What follows belongs to an exercise in optimizing a design on an open flow for small area; a production flow would make more cautious choices. Function was checked by simulation only, so behaviour that the tests miss may differ from the original.

--- design/flow/config.mk ---
export PLATFORM = sky130hd
export DESIGN_NAME = dct_top
export DESIGN_NICKNAME = dct_top
export VERILOG_FILES = /design/flow/design.v
export SDC_FILE = /design/flow/constraint.sdc
export NUM_CORES = 4
export LEC_CHECK = 0
export CAP_MARGIN = 20
export CORE_MARGIN = 2
export CORE_UTILIZATION = 40
export SLEW_MARGIN = 20
--- design/flow/constraint.sdc ---
create_clock -name core_clock -period 12.0 [get_ports {clk}]
set_input_delay 2.4000 -clock core_clock [delete_from_list [all_inputs] [get_ports {clk}]]
set_output_delay 2.4000 -clock core_clock [all_outputs]
set_load 0.01 [all_outputs]
--- design/flow/design.v ---
`timescale 1ns / 1ps
module apadd #(parameter W = 13, parameter SUB = 0) (
    input  [W-1:0] A,
    input  [W-1:0] B,
    output [W-1:0] S,
    output C
);
    wire [W-1:0] Bp = SUB ? ~B : B;
    wire [W:2] c;
    assign c[2] = A[1];
    assign S[1:0] = Bp[1:0];
    genvar i;
    generate for (i = 2; i < W; i = i + 1) begin : g
        assign S[i] = A[i] ^ Bp[i] ^ c[i];
        assign c[i+1] = (A[i] & Bp[i]) | (A[i] & c[i]) | (Bp[i] & c[i]);
    end endgenerate
    assign C = c[W];
endmodule
module apnegsub #(parameter W = 13) (
    input  [W-1:0] A,
    input  [W-1:0] B,
    output [W-1:0] Y
);
    wire [W-1:2] h;
    wire [W:2] c, d;
    assign c[2] = ~A[1];
    assign d[2] = B[1] & B[0];
    assign Y[1:0] = {B[1] ^ B[0], ~B[0]};
    genvar i;
    generate for (i = 2; i < W; i = i + 1) begin : g
        assign h[i] = ~A[i] ^ B[i] ^ c[i];
        assign c[i+1] = (~A[i] & B[i]) | (~A[i] & c[i]) | (B[i] & c[i]);
        assign Y[i] = h[i] ^ d[i];
        assign d[i+1] = h[i] & d[i];
    end endgenerate
endmodule
module negw #(parameter W = 8) (
    input  [W-1:0] A,
    output [W-1:0] Y
);
    wire [W:0] c;
    assign c[0] = 1'b1;
    genvar i;
    generate for (i = 0; i < W; i = i + 1) begin : g
        assign Y[i] = ~A[i] ^ c[i];
        assign c[i+1] = ~A[i] & c[i];
    end endgenerate
endmodule
`timescale 1ns / 1ps
module DCT2_app(
    input [10:0] x0, input [10:0] x1, input [10:0] x2, input [10:0] x3,
    input [10:0] x4, input [10:0] x5, input [10:0] x6, input [10:0] x7,
    input col0,
    output [13:0] y0, output [13:0] y1, output [13:0] y2, output [13:0] y3,
    output [13:0] y4, output [13:0] y5, output [13:0] y6, output [13:0] y7,
    output [74:0] row
);
  wire [11:0] a1_0;
  apadd #(.W(12), .SUB(0)) u_a1_0 (.A({{1{x7[10]}}, x7}), .B({{1{x0[10]}}, x0}), .S(a1_0), .C());
  wire [11:0] a1_1;
  apadd #(.W(12), .SUB(0)) u_a1_1 (.A({{1{x6[10]}}, x6}), .B({{1{x1[10]}}, x1}), .S(a1_1), .C());
  wire [11:0] a1_2;
  apadd #(.W(12), .SUB(0)) u_a1_2 (.A({{1{x5[10]}}, x5}), .B({{1{x2[10]}}, x2}), .S(a1_2), .C());
  wire [11:0] a1_3;
  apadd #(.W(12), .SUB(0)) u_a1_3 (.A({{1{x4[10]}}, x4}), .B({{1{x3[10]}}, x3}), .S(a1_3), .C());
  wire [11:0] a1_4;
  apadd #(.W(12), .SUB(1)) u_a1_4 (.A({{1{x3[10]}}, x3}), .B({{1{x4[10]}}, x4}), .S(a1_4), .C());
  wire [11:0] a1_5;
  apadd #(.W(12), .SUB(1)) u_a1_5 (.A({{1{x2[10]}}, x2}), .B({{1{x5[10]}}, x5}), .S(a1_5), .C());
  wire [11:0] a1_6;
  apadd #(.W(12), .SUB(1)) u_a1_6 (.A({{1{x1[10]}}, x1}), .B({{1{x6[10]}}, x6}), .S(a1_6), .C());
  wire [11:0] a1_7;
  apadd #(.W(12), .SUB(1)) u_a1_7 (.A({{1{x0[10]}}, x0}), .B({{1{x7[10]}}, x7}), .S(a1_7), .C());
  wire [12:0] a2_0;
  apadd #(.W(13), .SUB(0)) u_a2_0 (.A({{1{a1_0[11]}}, a1_0}), .B({{1{a1_3[11]}}, a1_3}), .S(a2_0), .C());
  wire [12:0] a2_1;
  apadd #(.W(13), .SUB(0)) u_a2_1 (.A({{1{a1_1[11]}}, a1_1}), .B({{1{a1_2[11]}}, a1_2}), .S(a2_1), .C());
  wire [12:0] a2_3;
  apadd #(.W(13), .SUB(1)) u_a2_3 (.A({{1{a1_0[11]}}, a1_0}), .B({{1{a1_3[11]}}, a1_3}), .S(a2_3), .C());
  wire [12:0] a2_6;
  apadd #(.W(13), .SUB(0)) u_a2_6 (.A({{1{a1_6[11]}}, a1_6}), .B({{1{a1_7[11]}}, a1_7}), .S(a2_6), .C());
  wire [12:0] p0 = a2_0;
  wire [12:0] p1 = a2_1;
  wire [12:0] s0, s1; wire k0, k1;
  apadd #(.W(13), .SUB(0)) u_s0 (.A(p0), .B(p1), .S(s0), .C(k0));
  apadd #(.W(13), .SUB(1)) u_s1 (.A(p0), .B(p1), .S(s1), .C(k1));
  wire [13:0] n_7;
  apnegsub #(.W(14)) u_n_7 (.A({{2{a1_6[11]}}, a1_6}), .B({{2{a1_7[11]}}, a1_7}), .Y(n_7));
  wire [13:0] n_2;
  apnegsub #(.W(14)) u_n_2 (.A({{2{a1_1[11]}}, a1_1}), .B({{2{a1_2[11]}}, a1_2}), .Y(n_2));
  wire ci0 = s0[12] ^ p0[12] ^ p1[12];
  wire ci1 = s1[12] ^ p0[12] ^ ~p1[12];
  wire u0 = (~p0[12] & ~p1[12]) | (~p0[12] & ci0) | (~p1[12] & ci0);
  wire u1 = (~p0[12] & p1[12]) | (~p0[12] & ci1) | (p1[12] & ci1);
  assign y0 = {col0 ? u0 : (p0[12] ^ p1[12] ^ k0), s0};
  assign y4 = {col0 ? (u1 ^ (p1 != 13'h1000)) : (p0[12] ^ ~p1[12] ^ k1), s1};
  assign y1 = {{1{a2_6[12]}}, a2_6};
  assign y2 = {{1{a2_3[12]}}, a2_3};
  assign y3 = {{2{a1_5[11]}}, a1_5};
  assign y5 = {{2{a1_4[11]}}, a1_4};
  assign y6 = n_7;
  assign y7 = n_2;
  assign row = {n_2[10:2], n_7[10:2], a1_4[8:0], s1[10:3], a1_5[8:0], a2_3[9:0], a2_6[9:0], s0[10:0]};
endmodule
`timescale 1ns / 1ps
module dct_ram(
    input clk,
    input we,
    input [74:0] din,
    input [7:0] col,
    input pix,
    input [63:0] px,
    output [10:0] c0, output [10:0] c1, output [10:0] c2, output [10:0] c3,
    output [10:0] c4, output [10:0] c5, output [10:0] c6, output [10:0] c7
);
  reg [74:0] st0, st1, st2, st3, st4, st5, st6, st7;
  always @(posedge clk) begin
    st0 <= we ? din : st7;
    st1 <= st0;
    st2 <= st1;
    st3 <= st2;
    st4 <= st3;
    st5 <= st4;
    st6 <= st5;
    st7 <= st6;
  end
  wire [10:0] o0;
  assign o0[0] = (col[0] & st7[0])
      | (col[1] & st0[11])
      | (col[2] & st1[21])
      | (col[3] & st2[31])
      | (col[4] & ~st3[0])
      | (col[5] & st4[48])
      | (col[6] & ~st5[11])
      | (col[7] & ~st6[0])
      | (pix & px[0]);
  assign o0[1] = (col[0] & st7[1])
      | (col[1] & st0[12])
      | (col[2] & st1[22])
      | (col[3] & st2[32])
      | (col[4] & ~st3[1])
      | (col[5] & st4[49])
      | (col[6] & (st5[12] ^ st5[11]))
      | (col[7] & (st6[1] ^ st6[0]))
      | (pix & px[1]);
  assign o0[2] = (col[0] & st7[2])
      | (col[1] & st0[13])
      | (col[2] & st1[23])
      | (col[3] & st2[33])
      | (col[4] & ~st3[2])
      | (col[5] & st4[50])
      | (col[6] & st5[57])
      | (col[7] & st6[66])
      | (pix & px[2]);
  assign o0[3] = (col[0] & st7[3])
      | (col[1] & st0[14])
      | (col[2] & st1[24])
      | (col[3] & st2[34])
      | (col[4] & st3[40])
      | (col[5] & st4[51])
      | (col[6] & st5[58])
      | (col[7] & st6[67])
      | (pix & px[3]);
  assign o0[4] = (col[0] & st7[4])
      | (col[1] & st0[15])
      | (col[2] & st1[25])
      | (col[3] & st2[35])
      | (col[4] & st3[41])
      | (col[5] & st4[52])
      | (col[6] & st5[59])
      | (col[7] & st6[68])
      | (pix & px[4]);
  assign o0[5] = (col[0] & st7[5])
      | (col[1] & st0[16])
      | (col[2] & st1[26])
      | (col[3] & st2[36])
      | (col[4] & st3[42])
      | (col[5] & st4[53])
      | (col[6] & st5[60])
      | (col[7] & st6[69])
      | (pix & px[5]);
  assign o0[6] = (col[0] & st7[6])
      | (col[1] & st0[17])
      | (col[2] & st1[27])
      | (col[3] & st2[37])
      | (col[4] & st3[43])
      | (col[5] & st4[54])
      | (col[6] & st5[61])
      | (col[7] & st6[70])
      | (pix & px[6]);
  assign o0[7] = (col[0] & st7[7])
      | (col[1] & st0[18])
      | (col[2] & st1[28])
      | (col[3] & st2[38])
      | (col[4] & st3[44])
      | (col[5] & st4[55])
      | (col[6] & st5[62])
      | (col[7] & st6[71])
      | (pix & px[7]);
  wire g0_8 = (col[3] & st2[39]) | (col[5] & st4[56]);
  assign o0[8] = (col[0] & st7[8])
      | (col[1] & st0[19])
      | (col[2] & st1[29])
      | (col[4] & st3[45])
      | (col[6] & st5[63])
      | (col[7] & st6[72])
      | g0_8;
  wire g0_9 = g0_8 | (col[1] & st0[20]) | (col[2] & st1[30]);
  assign o0[9] = (col[0] & st7[9])
      | (col[4] & st3[46])
      | (col[6] & st5[64])
      | (col[7] & st6[73])
      | g0_9;
  wire g0_10 = g0_9 | (col[0] & ~st7[10]) | (col[4] & st3[47]) | (col[6] & st5[65]) | (col[7] & st6[74]);
  assign o0[10] = g0_10;
  assign c0 = o0;
  wire [10:0] o1;
  assign o1[0] = (col[0] & st6[0])
      | (col[1] & st7[11])
      | (col[2] & st0[21])
      | (col[3] & st1[31])
      | (col[4] & ~st2[0])
      | (col[5] & st3[48])
      | (col[6] & ~st4[11])
      | (col[7] & ~st5[0])
      | (pix & px[8]);
  assign o1[1] = (col[0] & st6[1])
      | (col[1] & st7[12])
      | (col[2] & st0[22])
      | (col[3] & st1[32])
      | (col[4] & ~st2[1])
      | (col[5] & st3[49])
      | (col[6] & (st4[12] ^ st4[11]))
      | (col[7] & (st5[1] ^ st5[0]))
      | (pix & px[9]);
  assign o1[2] = (col[0] & st6[2])
      | (col[1] & st7[13])
      | (col[2] & st0[23])
      | (col[3] & st1[33])
      | (col[4] & ~st2[2])
      | (col[5] & st3[50])
      | (col[6] & st4[57])
      | (col[7] & st5[66])
      | (pix & px[10]);
  assign o1[3] = (col[0] & st6[3])
      | (col[1] & st7[14])
      | (col[2] & st0[24])
      | (col[3] & st1[34])
      | (col[4] & st2[40])
      | (col[5] & st3[51])
      | (col[6] & st4[58])
      | (col[7] & st5[67])
      | (pix & px[11]);
  assign o1[4] = (col[0] & st6[4])
      | (col[1] & st7[15])
      | (col[2] & st0[25])
      | (col[3] & st1[35])
      | (col[4] & st2[41])
      | (col[5] & st3[52])
      | (col[6] & st4[59])
      | (col[7] & st5[68])
      | (pix & px[12]);
  assign o1[5] = (col[0] & st6[5])
      | (col[1] & st7[16])
      | (col[2] & st0[26])
      | (col[3] & st1[36])
      | (col[4] & st2[42])
      | (col[5] & st3[53])
      | (col[6] & st4[60])
      | (col[7] & st5[69])
      | (pix & px[13]);
  assign o1[6] = (col[0] & st6[6])
      | (col[1] & st7[17])
      | (col[2] & st0[27])
      | (col[3] & st1[37])
      | (col[4] & st2[43])
      | (col[5] & st3[54])
      | (col[6] & st4[61])
      | (col[7] & st5[70])
      | (pix & px[14]);
  assign o1[7] = (col[0] & st6[7])
      | (col[1] & st7[18])
      | (col[2] & st0[28])
      | (col[3] & st1[38])
      | (col[4] & st2[44])
      | (col[5] & st3[55])
      | (col[6] & st4[62])
      | (col[7] & st5[71])
      | (pix & px[15]);
  wire g1_8 = (col[3] & st1[39]) | (col[5] & st3[56]);
  assign o1[8] = (col[0] & st6[8])
      | (col[1] & st7[19])
      | (col[2] & st0[29])
      | (col[4] & st2[45])
      | (col[6] & st4[63])
      | (col[7] & st5[72])
      | g1_8;
  wire g1_9 = g1_8 | (col[1] & st7[20]) | (col[2] & st0[30]);
  assign o1[9] = (col[0] & st6[9])
      | (col[4] & st2[46])
      | (col[6] & st4[64])
      | (col[7] & st5[73])
      | g1_9;
  wire g1_10 = g1_9 | (col[0] & ~st6[10]) | (col[4] & st2[47]) | (col[6] & st4[65]) | (col[7] & st5[74]);
  assign o1[10] = g1_10;
  assign c1 = o1;
  wire [10:0] o2;
  assign o2[0] = (col[0] & st5[0])
      | (col[1] & st6[11])
      | (col[2] & st7[21])
      | (col[3] & st0[31])
      | (col[4] & ~st1[0])
      | (col[5] & st2[48])
      | (col[6] & ~st3[11])
      | (col[7] & ~st4[0])
      | (pix & px[16]);
  assign o2[1] = (col[0] & st5[1])
      | (col[1] & st6[12])
      | (col[2] & st7[22])
      | (col[3] & st0[32])
      | (col[4] & ~st1[1])
      | (col[5] & st2[49])
      | (col[6] & (st3[12] ^ st3[11]))
      | (col[7] & (st4[1] ^ st4[0]))
      | (pix & px[17]);
  assign o2[2] = (col[0] & st5[2])
      | (col[1] & st6[13])
      | (col[2] & st7[23])
      | (col[3] & st0[33])
      | (col[4] & ~st1[2])
      | (col[5] & st2[50])
      | (col[6] & st3[57])
      | (col[7] & st4[66])
      | (pix & px[18]);
  assign o2[3] = (col[0] & st5[3])
      | (col[1] & st6[14])
      | (col[2] & st7[24])
      | (col[3] & st0[34])
      | (col[4] & st1[40])
      | (col[5] & st2[51])
      | (col[6] & st3[58])
      | (col[7] & st4[67])
      | (pix & px[19]);
  assign o2[4] = (col[0] & st5[4])
      | (col[1] & st6[15])
      | (col[2] & st7[25])
      | (col[3] & st0[35])
      | (col[4] & st1[41])
      | (col[5] & st2[52])
      | (col[6] & st3[59])
      | (col[7] & st4[68])
      | (pix & px[20]);
  assign o2[5] = (col[0] & st5[5])
      | (col[1] & st6[16])
      | (col[2] & st7[26])
      | (col[3] & st0[36])
      | (col[4] & st1[42])
      | (col[5] & st2[53])
      | (col[6] & st3[60])
      | (col[7] & st4[69])
      | (pix & px[21]);
  assign o2[6] = (col[0] & st5[6])
      | (col[1] & st6[17])
      | (col[2] & st7[27])
      | (col[3] & st0[37])
      | (col[4] & st1[43])
      | (col[5] & st2[54])
      | (col[6] & st3[61])
      | (col[7] & st4[70])
      | (pix & px[22]);
  assign o2[7] = (col[0] & st5[7])
      | (col[1] & st6[18])
      | (col[2] & st7[28])
      | (col[3] & st0[38])
      | (col[4] & st1[44])
      | (col[5] & st2[55])
      | (col[6] & st3[62])
      | (col[7] & st4[71])
      | (pix & px[23]);
  wire g2_8 = (col[3] & st0[39]) | (col[5] & st2[56]);
  assign o2[8] = (col[0] & st5[8])
      | (col[1] & st6[19])
      | (col[2] & st7[29])
      | (col[4] & st1[45])
      | (col[6] & st3[63])
      | (col[7] & st4[72])
      | g2_8;
  wire g2_9 = g2_8 | (col[1] & st6[20]) | (col[2] & st7[30]);
  assign o2[9] = (col[0] & st5[9])
      | (col[4] & st1[46])
      | (col[6] & st3[64])
      | (col[7] & st4[73])
      | g2_9;
  wire g2_10 = g2_9 | (col[0] & ~st5[10]) | (col[4] & st1[47]) | (col[6] & st3[65]) | (col[7] & st4[74]);
  assign o2[10] = g2_10;
  assign c2 = o2;
  wire [10:0] o3;
  assign o3[0] = (col[0] & st4[0])
      | (col[1] & st5[11])
      | (col[2] & st6[21])
      | (col[3] & st7[31])
      | (col[4] & ~st0[0])
      | (col[5] & st1[48])
      | (col[6] & ~st2[11])
      | (col[7] & ~st3[0])
      | (pix & px[24]);
  assign o3[1] = (col[0] & st4[1])
      | (col[1] & st5[12])
      | (col[2] & st6[22])
      | (col[3] & st7[32])
      | (col[4] & ~st0[1])
      | (col[5] & st1[49])
      | (col[6] & (st2[12] ^ st2[11]))
      | (col[7] & (st3[1] ^ st3[0]))
      | (pix & px[25]);
  assign o3[2] = (col[0] & st4[2])
      | (col[1] & st5[13])
      | (col[2] & st6[23])
      | (col[3] & st7[33])
      | (col[4] & ~st0[2])
      | (col[5] & st1[50])
      | (col[6] & st2[57])
      | (col[7] & st3[66])
      | (pix & px[26]);
  assign o3[3] = (col[0] & st4[3])
      | (col[1] & st5[14])
      | (col[2] & st6[24])
      | (col[3] & st7[34])
      | (col[4] & st0[40])
      | (col[5] & st1[51])
      | (col[6] & st2[58])
      | (col[7] & st3[67])
      | (pix & px[27]);
  assign o3[4] = (col[0] & st4[4])
      | (col[1] & st5[15])
      | (col[2] & st6[25])
      | (col[3] & st7[35])
      | (col[4] & st0[41])
      | (col[5] & st1[52])
      | (col[6] & st2[59])
      | (col[7] & st3[68])
      | (pix & px[28]);
  assign o3[5] = (col[0] & st4[5])
      | (col[1] & st5[16])
      | (col[2] & st6[26])
      | (col[3] & st7[36])
      | (col[4] & st0[42])
      | (col[5] & st1[53])
      | (col[6] & st2[60])
      | (col[7] & st3[69])
      | (pix & px[29]);
  assign o3[6] = (col[0] & st4[6])
      | (col[1] & st5[17])
      | (col[2] & st6[27])
      | (col[3] & st7[37])
      | (col[4] & st0[43])
      | (col[5] & st1[54])
      | (col[6] & st2[61])
      | (col[7] & st3[70])
      | (pix & px[30]);
  assign o3[7] = (col[0] & st4[7])
      | (col[1] & st5[18])
      | (col[2] & st6[28])
      | (col[3] & st7[38])
      | (col[4] & st0[44])
      | (col[5] & st1[55])
      | (col[6] & st2[62])
      | (col[7] & st3[71])
      | (pix & px[31]);
  wire g3_8 = (col[3] & st7[39]) | (col[5] & st1[56]);
  assign o3[8] = (col[0] & st4[8])
      | (col[1] & st5[19])
      | (col[2] & st6[29])
      | (col[4] & st0[45])
      | (col[6] & st2[63])
      | (col[7] & st3[72])
      | g3_8;
  wire g3_9 = g3_8 | (col[1] & st5[20]) | (col[2] & st6[30]);
  assign o3[9] = (col[0] & st4[9])
      | (col[4] & st0[46])
      | (col[6] & st2[64])
      | (col[7] & st3[73])
      | g3_9;
  wire g3_10 = g3_9 | (col[0] & ~st4[10]) | (col[4] & st0[47]) | (col[6] & st2[65]) | (col[7] & st3[74]);
  assign o3[10] = g3_10;
  assign c3 = o3;
  wire [10:0] o4;
  assign o4[0] = (col[0] & st3[0])
      | (col[1] & st4[11])
      | (col[2] & st5[21])
      | (col[3] & st6[31])
      | (col[4] & ~st7[0])
      | (col[5] & st0[48])
      | (col[6] & ~st1[11])
      | (col[7] & ~st2[0])
      | (pix & px[32]);
  assign o4[1] = (col[0] & st3[1])
      | (col[1] & st4[12])
      | (col[2] & st5[22])
      | (col[3] & st6[32])
      | (col[4] & ~st7[1])
      | (col[5] & st0[49])
      | (col[6] & (st1[12] ^ st1[11]))
      | (col[7] & (st2[1] ^ st2[0]))
      | (pix & px[33]);
  assign o4[2] = (col[0] & st3[2])
      | (col[1] & st4[13])
      | (col[2] & st5[23])
      | (col[3] & st6[33])
      | (col[4] & ~st7[2])
      | (col[5] & st0[50])
      | (col[6] & st1[57])
      | (col[7] & st2[66])
      | (pix & px[34]);
  assign o4[3] = (col[0] & st3[3])
      | (col[1] & st4[14])
      | (col[2] & st5[24])
      | (col[3] & st6[34])
      | (col[4] & st7[40])
      | (col[5] & st0[51])
      | (col[6] & st1[58])
      | (col[7] & st2[67])
      | (pix & px[35]);
  assign o4[4] = (col[0] & st3[4])
      | (col[1] & st4[15])
      | (col[2] & st5[25])
      | (col[3] & st6[35])
      | (col[4] & st7[41])
      | (col[5] & st0[52])
      | (col[6] & st1[59])
      | (col[7] & st2[68])
      | (pix & px[36]);
  assign o4[5] = (col[0] & st3[5])
      | (col[1] & st4[16])
      | (col[2] & st5[26])
      | (col[3] & st6[36])
      | (col[4] & st7[42])
      | (col[5] & st0[53])
      | (col[6] & st1[60])
      | (col[7] & st2[69])
      | (pix & px[37]);
  assign o4[6] = (col[0] & st3[6])
      | (col[1] & st4[17])
      | (col[2] & st5[27])
      | (col[3] & st6[37])
      | (col[4] & st7[43])
      | (col[5] & st0[54])
      | (col[6] & st1[61])
      | (col[7] & st2[70])
      | (pix & px[38]);
  assign o4[7] = (col[0] & st3[7])
      | (col[1] & st4[18])
      | (col[2] & st5[28])
      | (col[3] & st6[38])
      | (col[4] & st7[44])
      | (col[5] & st0[55])
      | (col[6] & st1[62])
      | (col[7] & st2[71])
      | (pix & px[39]);
  wire g4_8 = (col[3] & st6[39]) | (col[5] & st0[56]);
  assign o4[8] = (col[0] & st3[8])
      | (col[1] & st4[19])
      | (col[2] & st5[29])
      | (col[4] & st7[45])
      | (col[6] & st1[63])
      | (col[7] & st2[72])
      | g4_8;
  wire g4_9 = g4_8 | (col[1] & st4[20]) | (col[2] & st5[30]);
  assign o4[9] = (col[0] & st3[9])
      | (col[4] & st7[46])
      | (col[6] & st1[64])
      | (col[7] & st2[73])
      | g4_9;
  wire g4_10 = g4_9 | (col[0] & ~st3[10]) | (col[4] & st7[47]) | (col[6] & st1[65]) | (col[7] & st2[74]);
  assign o4[10] = g4_10;
  assign c4 = o4;
  wire [10:0] o5;
  assign o5[0] = (col[0] & st2[0])
      | (col[1] & st3[11])
      | (col[2] & st4[21])
      | (col[3] & st5[31])
      | (col[4] & ~st6[0])
      | (col[5] & st7[48])
      | (col[6] & ~st0[11])
      | (col[7] & ~st1[0])
      | (pix & px[40]);
  assign o5[1] = (col[0] & st2[1])
      | (col[1] & st3[12])
      | (col[2] & st4[22])
      | (col[3] & st5[32])
      | (col[4] & ~st6[1])
      | (col[5] & st7[49])
      | (col[6] & (st0[12] ^ st0[11]))
      | (col[7] & (st1[1] ^ st1[0]))
      | (pix & px[41]);
  assign o5[2] = (col[0] & st2[2])
      | (col[1] & st3[13])
      | (col[2] & st4[23])
      | (col[3] & st5[33])
      | (col[4] & ~st6[2])
      | (col[5] & st7[50])
      | (col[6] & st0[57])
      | (col[7] & st1[66])
      | (pix & px[42]);
  assign o5[3] = (col[0] & st2[3])
      | (col[1] & st3[14])
      | (col[2] & st4[24])
      | (col[3] & st5[34])
      | (col[4] & st6[40])
      | (col[5] & st7[51])
      | (col[6] & st0[58])
      | (col[7] & st1[67])
      | (pix & px[43]);
  assign o5[4] = (col[0] & st2[4])
      | (col[1] & st3[15])
      | (col[2] & st4[25])
      | (col[3] & st5[35])
      | (col[4] & st6[41])
      | (col[5] & st7[52])
      | (col[6] & st0[59])
      | (col[7] & st1[68])
      | (pix & px[44]);
  assign o5[5] = (col[0] & st2[5])
      | (col[1] & st3[16])
      | (col[2] & st4[26])
      | (col[3] & st5[36])
      | (col[4] & st6[42])
      | (col[5] & st7[53])
      | (col[6] & st0[60])
      | (col[7] & st1[69])
      | (pix & px[45]);
  assign o5[6] = (col[0] & st2[6])
      | (col[1] & st3[17])
      | (col[2] & st4[27])
      | (col[3] & st5[37])
      | (col[4] & st6[43])
      | (col[5] & st7[54])
      | (col[6] & st0[61])
      | (col[7] & st1[70])
      | (pix & px[46]);
  assign o5[7] = (col[0] & st2[7])
      | (col[1] & st3[18])
      | (col[2] & st4[28])
      | (col[3] & st5[38])
      | (col[4] & st6[44])
      | (col[5] & st7[55])
      | (col[6] & st0[62])
      | (col[7] & st1[71])
      | (pix & px[47]);
  wire g5_8 = (col[3] & st5[39]) | (col[5] & st7[56]);
  assign o5[8] = (col[0] & st2[8])
      | (col[1] & st3[19])
      | (col[2] & st4[29])
      | (col[4] & st6[45])
      | (col[6] & st0[63])
      | (col[7] & st1[72])
      | g5_8;
  wire g5_9 = g5_8 | (col[1] & st3[20]) | (col[2] & st4[30]);
  assign o5[9] = (col[0] & st2[9])
      | (col[4] & st6[46])
      | (col[6] & st0[64])
      | (col[7] & st1[73])
      | g5_9;
  wire g5_10 = g5_9 | (col[0] & ~st2[10]) | (col[4] & st6[47]) | (col[6] & st0[65]) | (col[7] & st1[74]);
  assign o5[10] = g5_10;
  assign c5 = o5;
  wire [10:0] o6;
  assign o6[0] = (col[0] & st1[0])
      | (col[1] & st2[11])
      | (col[2] & st3[21])
      | (col[3] & st4[31])
      | (col[4] & ~st5[0])
      | (col[5] & st6[48])
      | (col[6] & ~st7[11])
      | (col[7] & ~st0[0])
      | (pix & px[48]);
  assign o6[1] = (col[0] & st1[1])
      | (col[1] & st2[12])
      | (col[2] & st3[22])
      | (col[3] & st4[32])
      | (col[4] & ~st5[1])
      | (col[5] & st6[49])
      | (col[6] & (st7[12] ^ st7[11]))
      | (col[7] & (st0[1] ^ st0[0]))
      | (pix & px[49]);
  assign o6[2] = (col[0] & st1[2])
      | (col[1] & st2[13])
      | (col[2] & st3[23])
      | (col[3] & st4[33])
      | (col[4] & ~st5[2])
      | (col[5] & st6[50])
      | (col[6] & st7[57])
      | (col[7] & st0[66])
      | (pix & px[50]);
  assign o6[3] = (col[0] & st1[3])
      | (col[1] & st2[14])
      | (col[2] & st3[24])
      | (col[3] & st4[34])
      | (col[4] & st5[40])
      | (col[5] & st6[51])
      | (col[6] & st7[58])
      | (col[7] & st0[67])
      | (pix & px[51]);
  assign o6[4] = (col[0] & st1[4])
      | (col[1] & st2[15])
      | (col[2] & st3[25])
      | (col[3] & st4[35])
      | (col[4] & st5[41])
      | (col[5] & st6[52])
      | (col[6] & st7[59])
      | (col[7] & st0[68])
      | (pix & px[52]);
  assign o6[5] = (col[0] & st1[5])
      | (col[1] & st2[16])
      | (col[2] & st3[26])
      | (col[3] & st4[36])
      | (col[4] & st5[42])
      | (col[5] & st6[53])
      | (col[6] & st7[60])
      | (col[7] & st0[69])
      | (pix & px[53]);
  assign o6[6] = (col[0] & st1[6])
      | (col[1] & st2[17])
      | (col[2] & st3[27])
      | (col[3] & st4[37])
      | (col[4] & st5[43])
      | (col[5] & st6[54])
      | (col[6] & st7[61])
      | (col[7] & st0[70])
      | (pix & px[54]);
  assign o6[7] = (col[0] & st1[7])
      | (col[1] & st2[18])
      | (col[2] & st3[28])
      | (col[3] & st4[38])
      | (col[4] & st5[44])
      | (col[5] & st6[55])
      | (col[6] & st7[62])
      | (col[7] & st0[71])
      | (pix & px[55]);
  wire g6_8 = (col[3] & st4[39]) | (col[5] & st6[56]);
  assign o6[8] = (col[0] & st1[8])
      | (col[1] & st2[19])
      | (col[2] & st3[29])
      | (col[4] & st5[45])
      | (col[6] & st7[63])
      | (col[7] & st0[72])
      | g6_8;
  wire g6_9 = g6_8 | (col[1] & st2[20]) | (col[2] & st3[30]);
  assign o6[9] = (col[0] & st1[9])
      | (col[4] & st5[46])
      | (col[6] & st7[64])
      | (col[7] & st0[73])
      | g6_9;
  wire g6_10 = g6_9 | (col[0] & ~st1[10]) | (col[4] & st5[47]) | (col[6] & st7[65]) | (col[7] & st0[74]);
  assign o6[10] = g6_10;
  assign c6 = o6;
  wire [10:0] o7;
  assign o7[0] = (col[0] & st0[0])
      | (col[1] & st1[11])
      | (col[2] & st2[21])
      | (col[3] & st3[31])
      | (col[4] & ~st4[0])
      | (col[5] & st5[48])
      | (col[6] & ~st6[11])
      | (col[7] & ~st7[0])
      | (pix & px[56]);
  assign o7[1] = (col[0] & st0[1])
      | (col[1] & st1[12])
      | (col[2] & st2[22])
      | (col[3] & st3[32])
      | (col[4] & ~st4[1])
      | (col[5] & st5[49])
      | (col[6] & (st6[12] ^ st6[11]))
      | (col[7] & (st7[1] ^ st7[0]))
      | (pix & px[57]);
  assign o7[2] = (col[0] & st0[2])
      | (col[1] & st1[13])
      | (col[2] & st2[23])
      | (col[3] & st3[33])
      | (col[4] & ~st4[2])
      | (col[5] & st5[50])
      | (col[6] & st6[57])
      | (col[7] & st7[66])
      | (pix & px[58]);
  assign o7[3] = (col[0] & st0[3])
      | (col[1] & st1[14])
      | (col[2] & st2[24])
      | (col[3] & st3[34])
      | (col[4] & st4[40])
      | (col[5] & st5[51])
      | (col[6] & st6[58])
      | (col[7] & st7[67])
      | (pix & px[59]);
  assign o7[4] = (col[0] & st0[4])
      | (col[1] & st1[15])
      | (col[2] & st2[25])
      | (col[3] & st3[35])
      | (col[4] & st4[41])
      | (col[5] & st5[52])
      | (col[6] & st6[59])
      | (col[7] & st7[68])
      | (pix & px[60]);
  assign o7[5] = (col[0] & st0[5])
      | (col[1] & st1[16])
      | (col[2] & st2[26])
      | (col[3] & st3[36])
      | (col[4] & st4[42])
      | (col[5] & st5[53])
      | (col[6] & st6[60])
      | (col[7] & st7[69])
      | (pix & px[61]);
  assign o7[6] = (col[0] & st0[6])
      | (col[1] & st1[17])
      | (col[2] & st2[27])
      | (col[3] & st3[37])
      | (col[4] & st4[43])
      | (col[5] & st5[54])
      | (col[6] & st6[61])
      | (col[7] & st7[70])
      | (pix & px[62]);
  assign o7[7] = (col[0] & st0[7])
      | (col[1] & st1[18])
      | (col[2] & st2[28])
      | (col[3] & st3[38])
      | (col[4] & st4[44])
      | (col[5] & st5[55])
      | (col[6] & st6[62])
      | (col[7] & st7[71])
      | (pix & px[63]);
  wire g7_8 = (col[3] & st3[39]) | (col[5] & st5[56]);
  assign o7[8] = (col[0] & st0[8])
      | (col[1] & st1[19])
      | (col[2] & st2[29])
      | (col[4] & st4[45])
      | (col[6] & st6[63])
      | (col[7] & st7[72])
      | g7_8;
  wire g7_9 = g7_8 | (col[1] & st1[20]) | (col[2] & st2[30]);
  assign o7[9] = (col[0] & st0[9])
      | (col[4] & st4[46])
      | (col[6] & st6[64])
      | (col[7] & st7[73])
      | g7_9;
  wire g7_10 = g7_9 | (col[0] & ~st0[10]) | (col[4] & st4[47]) | (col[6] & st6[65]) | (col[7] & st7[74]);
  assign o7[10] = g7_10;
  assign c7 = o7;
endmodule
`timescale 1ns / 1ps
module dct_top(
	 input [7:0]x0,
	 input [7:0]x1,
	 input [7:0]x2,
	 input [7:0]x3,
	 input [7:0]x4,
	 input [7:0]x5,
	 input [7:0]x6,
	 input [7:0]x7,
	 input en,
	 input clk,
	 input rst,
	 output [13:0]y0,
	 output [13:0]y1,
	 output [13:0]y2,
	 output [13:0]y3,
	 output [13:0]y4,
	 output [13:0]y5,
	 output [13:0]y6,
	 output [13:0]y7
    );
	reg [7:0]addr;
	reg [63:0]xr;
	reg wr;
	wire [74:0] row;
	wire [10:0] c0, c1, c2, c3, c4, c5, c6, c7;
	wire [7:0] col = {addr[0], addr[7:1]} & {8{~wr}};
	dct_ram dctRAM(clk,wr,row,col,wr,xr,c0,c1,c2,c3,c4,c5,c6,c7);
	DCT2_app dct2(c0,c1,c2,c3,c4,c5,c6,c7,col[0],y0,y1,y2,y3,y4,y5,y6,y7,row);
	always@(posedge clk) begin
		if (rst) addr <= 8'd1;
		else addr <= {addr[6:0], addr[7]};
		xr <= {x7,x6,x5,x4,x3,x2,x1,x0};
		wr <= en;
	end
endmodule
--- design/flow/flow/run.sh ---
#!/bin/bash
# Standard ORFS layout (the standard.sh, unchanged synthesis), with two changes:
#  - port buffers use the smallest buffer cell (buf_1) instead of the default choice;
#  - clock tree: larger sink clusters and no dummy loads, so fewer clock buffers.
set -euo pipefail
bash standard.sh \
  BUFFER_PORTS_ARGS="-buffer_cell sky130_fd_sc_hd__buf_1" \
  CTS_ARGS="-sink_clustering_enable -repair_clock_nets -dont_use_dummy_load -sink_clustering_size 30 -sink_clustering_max_diameter 100" \
  finish > standard_make.log 2>&1
--- design/flow/standard.sh ---
#!/bin/bash
# synth_recipe.tcl (not shown) runs the flow's synth.tcl, then flattens the netlist and writes it again
# the make line also repeats each setting of config.mk as NAME=value (left out here)
make -C /OpenROAD-flow-scripts/flow DESIGN_CONFIG=/design/flow/config.mk WORK_HOME=/design/flow/orfs CLKGATE_MAP_FILE= SYNTH_SCRIPT=/design/flow/synth_recipe.tcl "${@:-finish}"
==> implementation parameters <==
Parameter                              Value

Logic synthesis
  Synthesis-stage register bit count ... 670
  Cell area after synthesis ... 23600 sq um
  EDFF count, synth ... 0
  Synth Instances ... between 1500 and 2000
  Async set or reset register ratio after synthesis ... 0%
  Number of distinct library cell variants in the gate-level netlist after synthesis ... 71
  Number of synthesis warnings ... 2
  Post-Synthesis Net Count ... ~2200
  Part of the Yosys area used for sequential elements ... 56.9%
  Top_reg_cell synth ... sky130_fd_sc_hd__dfxtp_1
  Syn_area_per_cell ... ~12 sq um

Critical path
  R2R Setup Slk ... 4.30 ns
  Required arrival time at the worst endpoint ... roughly 9.6 ns
  R2R depth ... 22
  Delay of the slowest cell on the worst path ... 0.60 ns
  Crit path launch type ... flop
  Capturing point of the worst reg2reg path ... dctRAM.st0[10]
  Cell with the most instances on the worst path ... sky130_fd_sc_hd__fa_1
  Highest-delay cell along the critical path ... sky130_fd_sc_hd__dfxtp_4
  Start-to-end type of the worst setup path ... flop to primary output
  Crit path max fanout ... 18
  Reg-to-Reg Start ... wr
  Crit path arrival time ... roughly 9.3 ns
  Nature of the critical path endpoint ... primary output

STA
  Minimum clock period after layout ... around 12 ns
  Worst-Margin Slew ... approximately 0.94 ns
  Maximum frequency from static timing analysis ... about 86 MHz
  Worst Clk Skew ... around 0.12 ns
  Max-slew violation count ... 0
  Unrepaired setup endpoints after global routing ... no
  Total negative slack ... 0 ns
  Number of endpoints with negative hold slack in the final report ... 0
  Final worst-path setup slack ... between 0.3 and 0.4 ns
  # setup viols final ... 0
  Worst slack on hold paths ... 0.304 ns
  Max_slew headroom ... between 30% and 40%
  Post-route fraction of the period consumed by the critical path ... 97.0%

Layout
  Share of layout cells above drive strength 1 ... 7.20%
  Leading cell type in the layout, fill and taps excluded ... sky130_fd_sc_hd__dfxtp_1
  Diodes inserted ... 0
  Total of fill cells in the finished design ... 5335
  Most frequent cells in the layout ... sky130_fd_sc_hd__dfxtp_1 (668), sky130_fd_sc_hd__buf_1 (175), sky130_fd_sc_hd__inv_1 (166), sky130_fd_sc_hd__fa_1 (120), sky130_fd_sc_hd__a22oi_1 (119)
  Number of nets in the finished design ... roughly 2400
  Area growth from synthesis to layout ... 9.29%

Clock network
  Cts bufs inserted ... 27
  Number of buffers between clock root and the deepest sink ... 3
  Insertion delay to the later sink of the worst-skew pair ... 0.63 ns
  H-tree levels ... 1
  Clock-pin slew reported for the worst setup and hold paths after clock tree synthesis ... 0.11 ns
  CTS Hold Bufs ... 0
  TritonCTS Sinks ... 670
  TritonCTS clock tree ... done
  Root Driver ... sky130_fd_sc_hd__clkbuf_16

Global routing
  GR Overflow Total ... 0
  Global-route wire length before repair ... just under 100000 um
  Maximum number of pins on one net before global-route repair ... 52
  GRT Overall Usage ... roughly 21%
  Initial antenna violation count ... 1
  Via count of the first global-routing pass ... between 15000 and 20000

Placed design
  Routability Congestion ... ~0.92
  Pre-CTS setup slack ... slightly above 0.8 ns
  Count of input and output buffers ... around 180
  Final HPWL DP ... 50300 um

Detailed routing
  DR vias/cell ... between 5 and 6
  Total Wirelength ... roughly 67000 um
  Drc violations ... 0
  Total via count after detailed routing ... ~15000
  Number of DRC markers in iteration 0 ... 1253
  Routed length per instance ... ~23 um
  Number of iterations in the first detailed-routing pass ... 5
  Remaining antenna violation count ... 0

Hold path
  Path type of the worst min-delay path ... flop to flop
  Worst hold path stage count ... 0
  End point of the most critical hold path ... dctRAM.st4[31]
  Startpoint of the most critical hold path ... dctRAM.st3[31]

Die
  Num ports ... about 180
  Die height ... 247 um
  Core Rows ... between 80 and 90
  Die Area ... around 61000 sq um
  Effective utilization at floorplan ... around two fifths
  Core region area ... 58000 sq um
  Width of the die ... 247 um

Status
  Run status ... timing/DRC/antenna clean

Job
  Total of max-cap violations ... 0
-- cells in the mapped netlist, drive strengths merged (37+ instances only) --
cell type | n | area share, %
fa | 120 | 10
a21oi | 51 | 1.1
inv | 169 | 2.7
nor2 | 78 | 1.3
o21ai | 38 | 0.82
clkbuf | 59 | 0.94
nand2 | 108 | 1.7
mux2 | 58 | 2.8
a22o | 64 | 2.4
a22oi | 120 | 3.8
buf | 38 | 0.77
xnor2 | 37 | 1.4
ha | 54 | 2.9
dfxtp | 670 | 57
-- cell type report --
type / instances / area (sq um) / area share [%]
Timing Repair Buffer: 206 / 897 / 3.48
Clock buffer: 27 / 676 / 2.62
Multi-Input combinational cell: 1040 / 9190 / 35.6
Sequential cell: 670 / 13400 / 52.1
Inverter: 169 / 634 / 2.46
Tap cell: 765 / 957 / 3.71
-- what timing repair did --
action,4_1_cts,5_1_grt
buffers inserted,0,1
gates resized for setup,0,1
endpoints found under the setup margin,0,2
-- worst max-delay path by stage --
stage / start / to / slack (ns) / cells past startpoint
floorplan: addr[4] / y0[13] / 2.00 / 27
global placement: wr / y0[13] / 0.96 / 28
detailed placement: wr / y0[13] / 0.81 / 28
CTS: wr / y0[13] / 0.13 / 28
global route: wr / y0[13] / 0.01 / 28
finish: wr / y0[13] / 0.35 / 28
-- state kept, by name (all words and copies together), names as in the netlist --
name        flops
addr            8
dctRAM.st0     75
dctRAM.st1     75
dctRAM.st2     75
dctRAM.st3     75
dctRAM.st4     75
dctRAM.st5     75
dctRAM.st6     75
dctRAM.st7     75
wr              1
xr             61
-- per-stage QoR --
step | utilization (%) | instance area, sq um | std cells
global route | 44.4 | 25800 | 2877
floorplan | - | 23600 | 1976
finish | 44.4 | 25800 | 2877
detailed placement | 43.2 | 25100 | 2849
global placement | 43.2 | 25100 | 2849
CTS | 44.4 | 25800 | 2876
-- routing by layer --
metal	wire (um)	global-route usage [%]	vias to the layer above
met3	5290	3.97	109
met5	0	0	-
met2	29600	33.8	619
met1	29100	29.6	7599
li1	-	-	7068
met4	2570	7.62	0
-- logic make-up after synthesis --
family	share of synthesized area, %
flops	56.9
compound gates	13.9
simple gates	6.28
buf+inv	4.40
fa+ha+maj	13.1
xor+xnor	2.56
mux	2.83
-- worst max-delay path: cells and delay by family (launching register included) --
kind / cells / cell delay, ns
compound gates: 4 / 0.96
fa+ha+maj: 12 / 4.88
flops: 1 / 0.60
xor+xnor: 1 / 0.30
buf+inv: 7 / 1.03
simple gates: 4 / 0.82

re-timing with driven ports:
The flow's constraints put no driver on any port. The routed layout listed below was extracted and timed again, unchanged, in two steps.
Step 1 (the two cells are an assumption about what drives the block):
set clk [get_ports {clk}]
set_driving_cell -lib_cell sky130_fd_sc_hd__clkbuf_16 $clk
set_driving_cell -lib_cell sky130_fd_sc_hd__buf_2 [delete_from_list [all_inputs] $clk]
Step 2 times the ports against the registers' clock, not the clock port: input delays grow and output delays shrink by t, the midpoint of the rising clock arrivals with the driver on.
Three values: ideal, step 1, step 2; two values: the first two.
t (ns): 0.632
slack for setup (ns): 0.355 / 0.299 / 0.932
worst setup path at the end: register to output
worst data-port slew with drivers (ns): 0.05
After both steps this run still meets setup and hold. The setup slack of this run moves by -0.056 ns with the drivers and by +0.577 ns with both steps.
